From an optimization exercise on the open Yosys and OpenROAD flow, aimed at small area; shortcuts taken in it are not production practice. In this exercise RTL edits were held to simulation tests only and were not proved equivalent to the original. Power figures rest on the tool's default switching activity, not on a simulated workload.

[design/flow/run.sh]
#!/bin/bash
# synth_recipe.tcl (not shown) runs the flow's synth.tcl, then flattens the netlist and writes it again
# the make line also repeats each setting of config.mk as NAME=value (left out here)
make -C /OpenROAD-flow-scripts/flow DESIGN_CONFIG=/design/flow/config.mk WORK_HOME=/design/flow/orfs CLKGATE_MAP_FILE= SYNTH_SCRIPT=/design/flow/synth_recipe.tcl finish
[design/flow/config.mk]
export PLATFORM = sky130hd
export DESIGN_NAME = DSP
export DESIGN_NICKNAME = DSP
export VERILOG_FILES = /design/flow/design.v
export SDC_FILE = /design/flow/constraint.sdc
export NUM_CORES = 4
export LEC_CHECK = 0
export CAP_MARGIN = 20
export CORE_MARGIN = 2
export CORE_UTILIZATION = 40
export SLEW_MARGIN = 20
[design/flow/constraint.sdc]
create_clock -name core_clock -period 10.0 [get_ports {clock}]
set_input_delay 2.0000 -clock core_clock [delete_from_list [all_inputs] [get_ports {clock}]]
set_output_delay 2.0000 -clock core_clock [all_outputs]
set_load 0.01 [all_outputs]
[design/flow/design.v]
module enable_signal
(
    input clock,
    input i_reset,
    input [1:0] i_sw,
    output BR_clock
);
reg [1:0] count;
reg enable;
always @(posedge clock, negedge i_reset) begin
  if (!i_reset) begin
    count  <= 2'b00;
    enable <= 1'b0;
  end
  else if (i_sw[0] || i_sw[1]) begin
    count  <= count + 1'b1;
    enable <= (count == 2'b11);
  end
end
assign BR_clock = enable;
endmodule
module prbs
(
    input clock,
    input i_reset,
    input i_advance,
    output o_Q,
    output o_I,
    output [4:0] o_hist_Q,
    output [4:0] o_hist_I
);
reg [8:0] s;
reg [2:0] n_adv;    
always @(posedge clock, negedge i_reset) begin
  if (!i_reset) begin
    s     <= 9'h1AA;
    n_adv <= 3'd0;
  end
  else if (i_advance) begin
    s <= {s[7:0], s[8] ^ s[4]};
    if (n_adv != 3'd5)
      n_adv <= n_adv + 1'b1;
  end
end
wire [4:0] valid = {n_adv >= 3'd5, n_adv >= 3'd4, n_adv >= 3'd3,
                    n_adv >= 3'd2, n_adv != 3'd0};
assign o_Q = s[8];
assign o_I = s[6] ^ s[5];
assign o_hist_Q = valid & {s[0] ^ s[4] ^ s[5],
                           s[3] ^ s[8],
                           s[2] ^ s[7],
                           s[1] ^ s[6],
                           s[0] ^ s[5]};
assign o_hist_I = valid & {s[1] ^ s[2] ^ s[6] ^ s[7],
                           s[0] ^ s[1] ^ s[5] ^ s[6],
                           s[0] ^ s[5] ^ s[8],
                           s[7] ^ s[8],
                           s[6] ^ s[7]};
endmodule
module fir
(
    input i_sim,
    input [4:0] i_hist,
    input [1:0] i_phase,
    output signed [8:0] o_sum
);
reg signed [7:0] c0, c1, c2, c3, c4, c5;
always @(*) begin
  case (i_phase)
    2'd0: begin c0 = 8'sd0; c1 = 8'sd0;   c2 = 8'sd0;   c3 = 8'sd127; c4 = 8'sd0;   c5 = 8'sd0; end
    2'd1: begin c0 = 8'sd1; c1 = -8'sd7;  c2 = 8'sd34;  c3 = 8'sd114; c4 = -8'sd16; c5 = 8'sd3; end
    2'd2: begin c0 = 8'sd2; c1 = -8'sd15; c2 = 8'sd77;  c3 = 8'sd77;  c4 = -8'sd15; c5 = 8'sd2; end
    default: begin c0 = 8'sd3; c1 = -8'sd16; c2 = 8'sd114; c3 = 8'sd34; c4 = -8'sd7; c5 = 8'sd1; end
  endcase
end
wire signed [8:0] t0 = i_sim     ? -c0 : c0;
wire signed [8:0] t1 = i_hist[0] ? -c1 : c1;
wire signed [8:0] t2 = i_hist[1] ? -c2 : c2;
wire signed [8:0] t3 = i_hist[2] ? -c3 : c3;
wire signed [8:0] t4 = i_hist[3] ? -c4 : c4;
wire signed [8:0] t5 = i_hist[4] ? -c5 : c5;
assign o_sum = t0 + t1 + t2 + t3 + t4 + t5;
endmodule
module downsampling_slicer
(
    input clock,
    input i_reset,
    input i_fir_sign,
    input [1:0] i_sel_phase,
    output o_bit
);
reg [2:0] r_shift;
always @(posedge clock, negedge i_reset) begin
  if (!i_reset)
    r_shift <= 3'b000;
  else
    r_shift <= {r_shift[1:0], i_fir_sign};
end
wire [3:0] taps = {r_shift, i_fir_sign};
assign o_bit = taps[i_sel_phase];
endmodule
module BER
(
    input clock,
    input i_reset,
    input i_reset_sinc,     
    input i_shift,          
    input i_search,         
    input i_close,          
    input i_count,          
    input i_locked,
    input [8:0] i_pos,      
    input i_PRBS,
    input i_sim,
    output [63:0] o_error_count
);
reg [509:0] hist;
always @(posedge clock) begin
  if (i_shift)
    hist <= {hist[508:0], i_PRBS};
end
reg [8:0] errors_count;
reg [8:0] errors_min;
reg [8:0] index_min;
reg [63:0] error_count;
wire [510:0] taps = {hist, i_PRBS};
wire [8:0] idx = i_locked ? index_min : i_pos;
wire err = i_sim ^ taps[idx];
always @(posedge clock, negedge i_reset) begin
  if (!i_reset) begin
    errors_count <= 9'd0;
    errors_min   <= 9'd511;
    index_min    <= 9'd0;
    error_count  <= 64'd0;
  end
  else if (i_reset_sinc) begin
    errors_count <= 9'd0;
    errors_min   <= 9'd511;
    index_min    <= 9'd0;
    error_count  <= 64'd0;
  end
  else begin
    if (i_close) begin
      errors_count <= 9'd0;
      if (errors_count < errors_min) begin
        errors_min <= errors_count;
        index_min  <= i_pos;
      end
    end
    else if (i_search)
      errors_count <= errors_count + err;
    if (i_count)
      error_count <= error_count + err;
  end
end
assign o_error_count = error_count;
endmodule
module DSP
(
    input clock,
    input i_reset,
    input [3:0] i_sw,
    output signed [10:0] fir_Q,
    output signed [10:0] fir_I,
    output [63:0] o_bits_count_Q,
    output [63:0] o_error_count_Q,
    output [63:0] o_bits_count_I,
    output [63:0] o_error_count_I
);
localparam NB_CHECK = 511;
wire tick;
enable_signal u_enable_signal (
    .clock(clock),
    .i_reset(i_reset),
    .i_sw(i_sw[1:0]),
    .BR_clock(tick)
);
wire prbs_Q, prbs_I;
wire [4:0] hist_Q, hist_I;
prbs u_prbs (
    .clock(clock),
    .i_reset(i_reset),
    .i_advance(i_sw[0] & tick),
    .o_Q(prbs_Q),
    .o_I(prbs_I),
    .o_hist_Q(hist_Q),
    .o_hist_I(hist_I)
);
reg [1:0] address;
always @(posedge clock, negedge i_reset) begin
  if (!i_reset)
    address <= 2'b00;
  else if (tick)
    address <= 2'b00;
  else
    address <= address + 1'b1;
end
wire signed [8:0] sum_Q, sum_I;
fir u_fir_Q (.i_sim(prbs_Q), .i_hist(hist_Q), .i_phase(address), .o_sum(sum_Q));
fir u_fir_I (.i_sim(prbs_I), .i_hist(hist_I), .i_phase(address), .o_sum(sum_I));
reg signed [8:0] sal_fir_Q, sal_fir_I;
always @(posedge clock, negedge i_reset) begin
  if (!i_reset) begin
    sal_fir_Q <= 9'd0;
    sal_fir_I <= 9'd0;
  end
  else begin
    sal_fir_Q <= sum_Q;
    sal_fir_I <= sum_I;
  end
end
assign fir_Q = {{2{sal_fir_Q[8]}}, sal_fir_Q};
assign fir_I = {{2{sal_fir_I[8]}}, sal_fir_I};
wire bit_Q, bit_I;
downsampling_slicer u_slicer_Q (
    .clock(clock), .i_reset(i_reset), .i_fir_sign(sal_fir_Q[8]),
    .i_sel_phase(i_sw[3:2]), .o_bit(bit_Q));
downsampling_slicer u_slicer_I (
    .clock(clock), .i_reset(i_reset), .i_fir_sign(sal_fir_I[8]),
    .i_sel_phase(i_sw[3:2]), .o_bit(bit_I));
reg [1:0] sel_phase_reg;
reg reset_sinc;
always @(posedge clock, negedge i_reset) begin
  if (!i_reset) begin
    sel_phase_reg <= 2'b00;
    reset_sinc    <= 1'b0;
  end
  else begin
    sel_phase_reg <= i_sw[3:2];
    reset_sinc    <= (i_sw[2] & ~sel_phase_reg[0]) |
                     (i_sw[3] & ~sel_phase_reg[1]) |
                     ((sel_phase_reg != 2'b00) & (i_sw[3:2] == 2'b00));
  end
end
reg [8:0] checker_count;
reg [8:0] pos;
reg locked;
reg [63:0] bits_count;
wire shift  = i_sw[1] & tick;
wire ctick  = shift & ~reset_sinc;
wire last   = (checker_count == NB_CHECK-1);
wire close  = ctick & ~locked & last;
wire search = ctick & ~locked & ~last;
wire count  = ctick & locked;
always @(posedge clock, negedge i_reset) begin
  if (!i_reset) begin
    checker_count <= 9'd0;
    pos           <= 9'd0;
    locked        <= 1'b0;
    bits_count    <= 64'd0;
  end
  else if (reset_sinc) begin
    checker_count <= 9'd0;
    pos           <= 9'd0;
    locked        <= 1'b0;
    bits_count    <= 64'd0;
  end
  else begin
    if (close) begin
      checker_count <= 9'd0;
      if (pos == NB_CHECK-1) begin
        pos    <= 9'd0;
        locked <= 1'b1;
      end
      else
        pos <= pos + 1'b1;
    end
    else if (search)
      checker_count <= checker_count + 1'b1;
    if (count)
      bits_count <= bits_count + 1'b1;
  end
end
BER u_BER_Q (
    .clock(clock), .i_reset(i_reset), .i_reset_sinc(reset_sinc),
    .i_shift(shift), .i_search(search), .i_close(close), .i_count(count),
    .i_locked(locked), .i_pos(pos), .i_PRBS(prbs_Q), .i_sim(bit_Q),
    .o_error_count(o_error_count_Q));
BER u_BER_I (
    .clock(clock), .i_reset(i_reset), .i_reset_sinc(reset_sinc),
    .i_shift(shift), .i_search(search), .i_close(close), .i_count(count),
    .i_locked(locked), .i_pos(pos), .i_PRBS(prbs_I), .i_sim(bit_I),
    .o_error_count(o_error_count_I));
assign o_bits_count_Q = bits_count;
assign o_bits_count_I = bits_count;
endmodule
==> flow_metrics.py <==
metrics = {
    "grt": {
        "grt_usage_pct": 18.03,
        "grt_overflow_total": 0,
        "grt_max_degree": 170,
        "grt_pass1_vias": 34169,
        "antenna_found_initial": 2,
        "grt_pass1_wl_um": 208700,
    },
    "synthesis": {
        "synth.net_count": 4449,
        "synth_most_common_cell": "edfxtp_1",
        "ys_warn_count": 6,
        "ys_ff_latch": 1328,
        "synth_cells": 4330,
        "yosysTopAreaCell": "edfxtp_1",
        "ys_seq_area_share_pct": 66.13,
        "synth.avg_cell_area_sq_um": 13.40,
        "ys_types": 77,
        "synth_edf_count": 1020,
        "yosys_most_used_dff": "edfxtp_1",
        "yosysTopAreaCellShare_pct": 52.80,
        "synthTopCellsByCount": "1020 x edfxtp_1, 643 x nand2_1, 306 x nand3_1",
        "ys_async_sr_fraction_pct": 23.19,
        "ys_top_cells_by_area": "edfxtp_1 53%, dfrtp_1 12%, nand2_1 4.2%",
        "synth_area_sq_um": 58010,
    },
    "floorplan": {
        "core_sq_um": 143800,
        "die_y_um": 384.8,
        "initial_core_util_pct": 40.33,
        "num_io_pins": 284,
        "rows": 139,
        "fp.dieW_um": 384.8,
        "fp.dieArea_sq_um": 148100,
    },
    "setup_path": {
        "path_buf_inv": 2,
        "critPathCaptureType": "flop",
        "crit_slowest_cell": "mux2_8",
        "reg2reg_from": "locked",
        "path_cells": "buf_4 > mux2_8 > buf_4 > mux2i_1 > a221oi_1 > o21ai_0 > a21o_1 > a21oi_1 > a311oi_1 > a211oi_2 > xor2_1 > ha_1 > nand4_1 > nor2_1 > and3_1 > nand3_1 > nor4_1 > nand3_1 > xor2_1 > nor2_1",
        "arrival_ns": 8.04,
        "reg2reg_to": "u_BER_Q.error_count[61]",
        "crit_start": "locked",
        "timing.critical_path.max_delay_family": "simple AND/OR/NAND/NOR gates",
        "crit_path_start_kind": "flop",
        "r2r_slack_ns": 2.56,
        "required_ns": 10.60,
        "path_max_fanout": 84,
        "slowest_delay_ns": 0.71,
        "worstRegToRegCells": 20,
        "crit_type": "flop to flop",
    },
    "clock_network": {
        "cts_setup_buffers": 0,
        "clock_latency_ns": 0.76,
        "clkSinkCount": 1328,
        "post_cts_resized": 0,
        "cts_buffers": 137,
        "cts_root_buf": "clkbuf_16",
        "clk_path_buf_depth": 3,
        "cts_hold_buf": 0,
        "cts_tree": "yes",
        "cts.clk_slew.worst_paths_ns": 0.06,
        "h-tree-depth": 4,
    },
    "hold_path": {
        "min_path_cells": 0,
        "min_from": "u_slicer_I.r_shift[1]",
        "hold_path.class": "flop to flop",
        "hold_end": "u_slicer_I.r_shift[2]",
    },
    "sta": {
        "rsz0062_at_grt": "no",
        "setup_tns_ns": 0,
        "finalMaxSlewViolations": 0,
        "whs_ns": 0.3697,
        "max_clock_freq_mhz": 134.4,
        "post-route-min-period_ns": 7.440,
        "hold_viol": 0,
        "worstMarginPinSlew_ns": 1.126,
        "fin_crit_sh_pct": 74.40,
        "setup_viol": 0,
        "finClkSkew_ns": 0.02268,
        "max_slew_margin_pct": 24.93,
    },
    "drt": {
        "drc": 0,
        "via_per_inst": 5.407,
        "drt_iter0_markers": 3227,
        "vias": 35367,
        "totalWireLength_um": 135700,
        "avgRoutedWirePerCell_um": 20.74,
        "ant_nets": 0,
        "drt-pass1-iter-count": 6,
    },
    "pwr": {
        "p_leak_nw": 21.45,
        "switching_power_mw": 4.153,
        "irDropWorstVdd_uv": 473.1,
        "p_per_area_nw_per_um2": 219.0,
        "swShare_pct": 28.38,
        "power_frac_seq_pct": 44.1,
        "p_int_mw": 10.48,
        "combPwrFrac_pct": 21.1,
        "power.share.clock_pct": 34.7,
    },
    "final_layout": {
        "multi_input_area_sq_um": 17780,
        "finish.utilization_pct": 46.45,
        "antenna_cells": 0,
        "layout.nets": 4642,
        "area_growth_pct": 15.16,
        "drive_above_1_share_pct": 9.185,
        "top_regs": "u_BER_I.hist x510, u_BER_Q.hist x510",
        "seqCellArea_sq_um": 38370,
        "fillers": 12628,
    },
    "placed_design": {
        "gp_congestion": 0.8340,
        "io_buffers": 283,
        "hpwlAfterDp_um": 83210,
    },
    "outcome": {
        "status": "finished clean",
    },
    "job": {
        "max-cap-violations": 0,
    },
}
==> layout by cell type (no fill, tap or decap), types with 32 or more instances in the layout <==
| cell | instances |
|---|---|
| a21oi_1 | 88 |
| a31oi_1 | 32 |
| and3_1 | 58 |
| buf_4 | 48 |
| clkbuf_1 | 32 |
| clkbuf_16 | 139 |
| clkdlybuf4s50_1 | 282 |
| dfrtp_1 | 283 |
| edfxtp_1 | 1020 |
| fa_1 | 46 |
| ha_1 | 67 |
| inv_1 | 130 |
| mux2i_1 | 154 |
| mux4_2 | 85 |
| nand2_1 | 641 |
| nand3_1 | 306 |
| nand4_1 | 63 |
| nor2_1 | 299 |
| o2111ai_1 | 50 |
| o21ai_0 | 85 |
| or3_1 | 38 |
| xnor2_1 | 89 |
| xor2_1 | 144 |
==> cell families (layout without fill, tap and decap cells) <==
family,after synthesis,count (layout),synth area share (%)
multiplexers,265,265,6.498
adder cells (fa/ha/maj),113,113,3.032
flip-flops,1328,1328,66.13
buffers and inverters,415,723,3.574
AO/OA/AOI/OAI,456,456,5.411
AND/OR/NAND/NOR,1520,1520,11.83
XOR/XNOR,233,233,3.518
==> worst register-to-register path: cells and delay by family, from the launching register on <==
family | cells | cell delay (ns)
AND/OR/NAND/NOR | 7 | 2.06
AO/OA/AOI/OAI | 6 | 1.55
buffers and inverters | 2 | 1.20
multiplexers | 2 | 0.93
flip-flops | 1 | 0.65
XOR/XNOR | 2 | 0.60
adder cells (fa/ha/maj) | 1 | 0.28
==> per-stage QoR <==
stage / instance area [sq um] / power (mW) / setup slack, ns / cells
2_1_floorplan: 58020 / 9.529 / -7.833 / 4330
3_3_place_gp: 62360 / 9.695 / 2.814 / 6287
3_5_place_dp: 62360 / 9.730 / 2.673 / 6287
4_1_cts: 66800 / 14.86 / 2.578 / 6541
5_1_grt: 66800 / 15.48 / 2.060 / 6541
6_report: 66800 / 14.63 / 2.560 / 6541
==> power by group through the flow <==
stage          sequential (mW)  combinational [mW]  clock, mW
6_report                  6.45                3.09       5.08
5_1_grt                   6.47                3.60       5.42
4_1_cts                   6.45                3.20       5.21
3_5_place_dp              6.56                3.17          0
3_3_place_gp              6.56                3.14          0
2_1_floorplan             7.16                2.37          0
==> how the worst max path moves through the flow <==
stage,endpoint,slack (ns),cells after the start
6_report,u_BER_Q.error_count[61],2.56,20
5_1_grt,u_BER_Q.error_count[61],2.06,20
4_1_cts,u_BER_Q.error_count[61],2.58,20
3_5_place_dp,u_BER_Q.error_count[60],2.67,23
3_3_place_gp,u_BER_Q.error_count[60],2.81,23
2_1_floorplan,u_BER_I.hist[0],-7.83,2
==> layout make-up <==
cell class / count / area share (%)
multi-input combinational: 2587 / 26.61
timing repair buffer: 338 / 4.997
sequential: 1328 / 57.44
inverter: 131 / 0.7417
tap: 1903 / 3.564
clock buffer: 175 / 5.469
clock inverter: 79 / 1.180
==> per-layer routing <==
metal | routed length, um | vias up | part of all wire, % | GRT usage (%)
met5 | 0 | - | 0 | 0
met2 | 61810 | 950 | 46 | 26.93
met4 | 3230 | 0 | 2.4 | 5.584
met3 | 7344 | 189 | 5.4 | 3.051
met1 | 63310 | 18058 | 47 | 26.87
li1 | - | 16170 | - | -

afterwards: timing with drivers on the ports:
No port has a modelled driver above. Below, the same layout with a new extraction and two added sets of constraints.
Step 1: set_driving_cell puts a clkbuf_16 on clock and a buf_2 on each other input, an assumption about the parent block.
Step 2 also shifts input and output timing later by t, the mid clock arrival at the registers, as if the neighbouring blocks saw the same clock.
a / b / c = ideal / step 1 / step 2; a / b = the first two.
t (ns): 0.827
setup WS [ns]: 2.560 / 2.560 / 2.560
worst hold slack (ns): 0.370 / 0.370 / 0.370
slew at the worst register clock pin (ns): 0.07 / 0.07
After both steps setup and hold are still met in this run. The setup slack of this run moves by 0.000 ns with the drivers and by 0.000 ns with both steps.
